This is an optimization exercise on Yosys and OpenROAD, whose aim is small area, a short achievable clock period and few clock cycles, not a production implementation.
In this exercise RTL edits were held to simulation tests only and were not proved equivalent to the original.
Power figures rest on the tool's default switching activity, not on a simulated workload.

Design gift_shop_part1, start of the top module:
module gift_shop_part1(
    input clk,
    input rst,
    input [31:0] data_in,
    input valid_in,
    output ready,
    output reg finished,
    output [63:0] result
);
Size: ~2,300 cells after synthesis, about 100 I/O pins, about 26,000 sq um of cells after synthesis.
clock: 10.0 ns
lec_check: 0
cap_margin: 20
core_margin: 2
core_utilization: 40
cts_buf_list: sky130_fd_sc_hd__clkbuf_16
cts_cluster_diameter: 100
cts_cluster_size: 25
place_density: 0.6
setup_slack_margin: 5
slew_margin: 20
standard.sh (not shown) runs the stock make flow with config.mk's settings and CLKGATE_MAP_FILE= SYNTH_SCRIPT=/design/flow/synth_recipe.tcl, a recipe that flattens the netlist after the stock synthesis.
==> flow/flow/run.sh <==
#!/bin/bash
set -euo pipefail
R=orfs/results/sky130hd/gift_shop_part1/base
KNOBS=(BUFFER_PORTS_ARGS="-buffer_cell sky130_fd_sc_hd__buf_1" SETUP_SLACK_MARGIN=5.7)
bash standard.sh "${KNOBS[@]}" synth > standard_synth.log 2>&1
cp $R/1_2_yosys.v $R/1_2_yosys.orig.v
python3 flow/polar.py $R/1_2_yosys.orig.v $R/1_2_yosys.v > polar.log 2>&1
rm -f $R/1_synth.odb
bash standard.sh "${KNOBS[@]}" finish > standard_make.log 2>&1
Other scripts of this flow, unchanged in this note and not shown: flow/flow/polar.py
Testbench counts at the start, summed over its fixed seeds: cycles 6,976.
Then changed:
--- a/flow/flow/run.sh
+++ b/flow/flow/run.sh
@@ -4 +4,2 @@
-KNOBS=(BUFFER_PORTS_ARGS="-buffer_cell sky130_fd_sc_hd__buf_1" SETUP_SLACK_MARGIN=5.7)
+CTS="-sink_clustering_enable -repair_clock_nets -sink_clustering_size 25 -sink_clustering_max_diameter 100 -buf_list {sky130_fd_sc_hd__clkbuf_16} -dont_use_dummy_load"
+KNOBS=(BUFFER_PORTS_ARGS="-buffer_cell sky130_fd_sc_hd__buf_1" SETUP_SLACK_MARGIN=5.7 CTS_ARGS="$CTS")
CTS_BUF_LIST = default   (was sky130_fd_sc_hd__clkbuf_16)
CTS_CLUSTER_DIAMETER = default   (was 100)
CTS_CLUSTER_SIZE = default   (was 25)
=> Final cell count does not change. Setup slack barely changes. Hold slack barely changes. Combinational power stays flat. Clock power goes down by 7.6%. First-iteration DRC count increases by 4.2%. Sequential share of layout area went down by 0.16 points.

* * *

## PW
Another version of the RTL of gift_shop_part1 (not shown whole).
Size in the first run: ~2500 cells after synthesis, ~340 flip-flops, ~100 I/O pins, about 27000 sq um of cells after synthesis.
Design gift_shop_part1, start of the top module:
module gift_shop_part1(
    input clk,
    input rst,
    input [31:0] data_in,
    input valid_in,
    output ready,
    output reg finished,
    output [63:0] result
);
export LEC_CHECK = 0
export CAP_MARGIN = 20
export CORE_MARGIN = 2
export CORE_UTILIZATION = 40
export PLACE_DENSITY = 0.6
export SETUP_SLACK_MARGIN = 5
export SLEW_MARGIN = 20
create_clock -name core_clock -period 10.0 [get_ports {clk}]
==> flow/flow/run.sh <==
#!/bin/bash
set -euo pipefail
bash standard.sh BUFFER_PORTS_ARGS="-buffer_cell sky130_fd_sc_hd__buf_4" finish > standard_make.log 2>&1
Testbench counts of PW, summed over its fixed seeds: cycles 6,976.
### PW -> AL
==> flow/run.sh (new file) <==
#!/bin/bash
# synth_recipe.tcl (not shown) runs the flow's synth.tcl, then flattens the netlist and writes it again
# the make line also repeats each setting of config.mk as NAME=value (left out here)
make -C /OpenROAD-flow-scripts/flow DESIGN_CONFIG=/design/flow/config.mk WORK_HOME=/design/flow/orfs CLKGATE_MAP_FILE= SYNTH_SCRIPT=/design/flow/synth_recipe.tcl finish
removed: flow/flow/run.sh
removed: flow/standard.sh
## What came out
Sort AL and PW by total internal power, ascending, and AL comes first. In the metrics for AL and PW, the one carrying the lower global-route wire length before repair is AL. Clock network fraction of total power in AL is 0.7 points below PW. Lower multi-input combinational area share among AL and PW: AL. PW → AL: global-route usage fell by 0.30 points; final design utilization moved up; growth of design area from synthesis to finish shows an increase of 0.83 points.

-- static timing again, ports no longer ideal --
Ports are ideal in the flow. The routed layouts listed here were re-timed in OpenROAD. Step 1 (the two cells are an assumption about what drives the block):
set clk [get_ports {clk}]
set_driving_cell -lib_cell sky130_fd_sc_hd__clkbuf_16 $clk
set_driving_cell -lib_cell sky130_fd_sc_hd__buf_2 [delete_from_list [all_inputs] $clk]
Step 2 moves the port delays by t, midway between the first and last clock arrival at a register: inputs arrive t later, outputs are due t later. That takes back most of the time a late clock gives input paths. Three values: ideal ports, drivers, drivers and shift; two values: the first two.
run	t, ns	setup WS [ns]	slew at the worst register clock pin (ns)	cell pins on the clock port's net
the first run of note 1	0.595	5.731 / 5.681 / 5.313	0.11 / 0.11	1
the second run of note 1	0.585	5.731 / 5.681 / 5.248	0.11 / 0.11	1
PW	0.617	5.300 / 5.300 / 5.165	0.07 / 0.07	1
AL	0.618	5.082 / 5.061 / 4.867	0.07 / 0.07	1
After both steps every run listed still meets setup and hold. For the second run of note 1, which loses most, drivers alone change the setup slack by -0.050 ns; drivers and shift together by -0.483 ns.
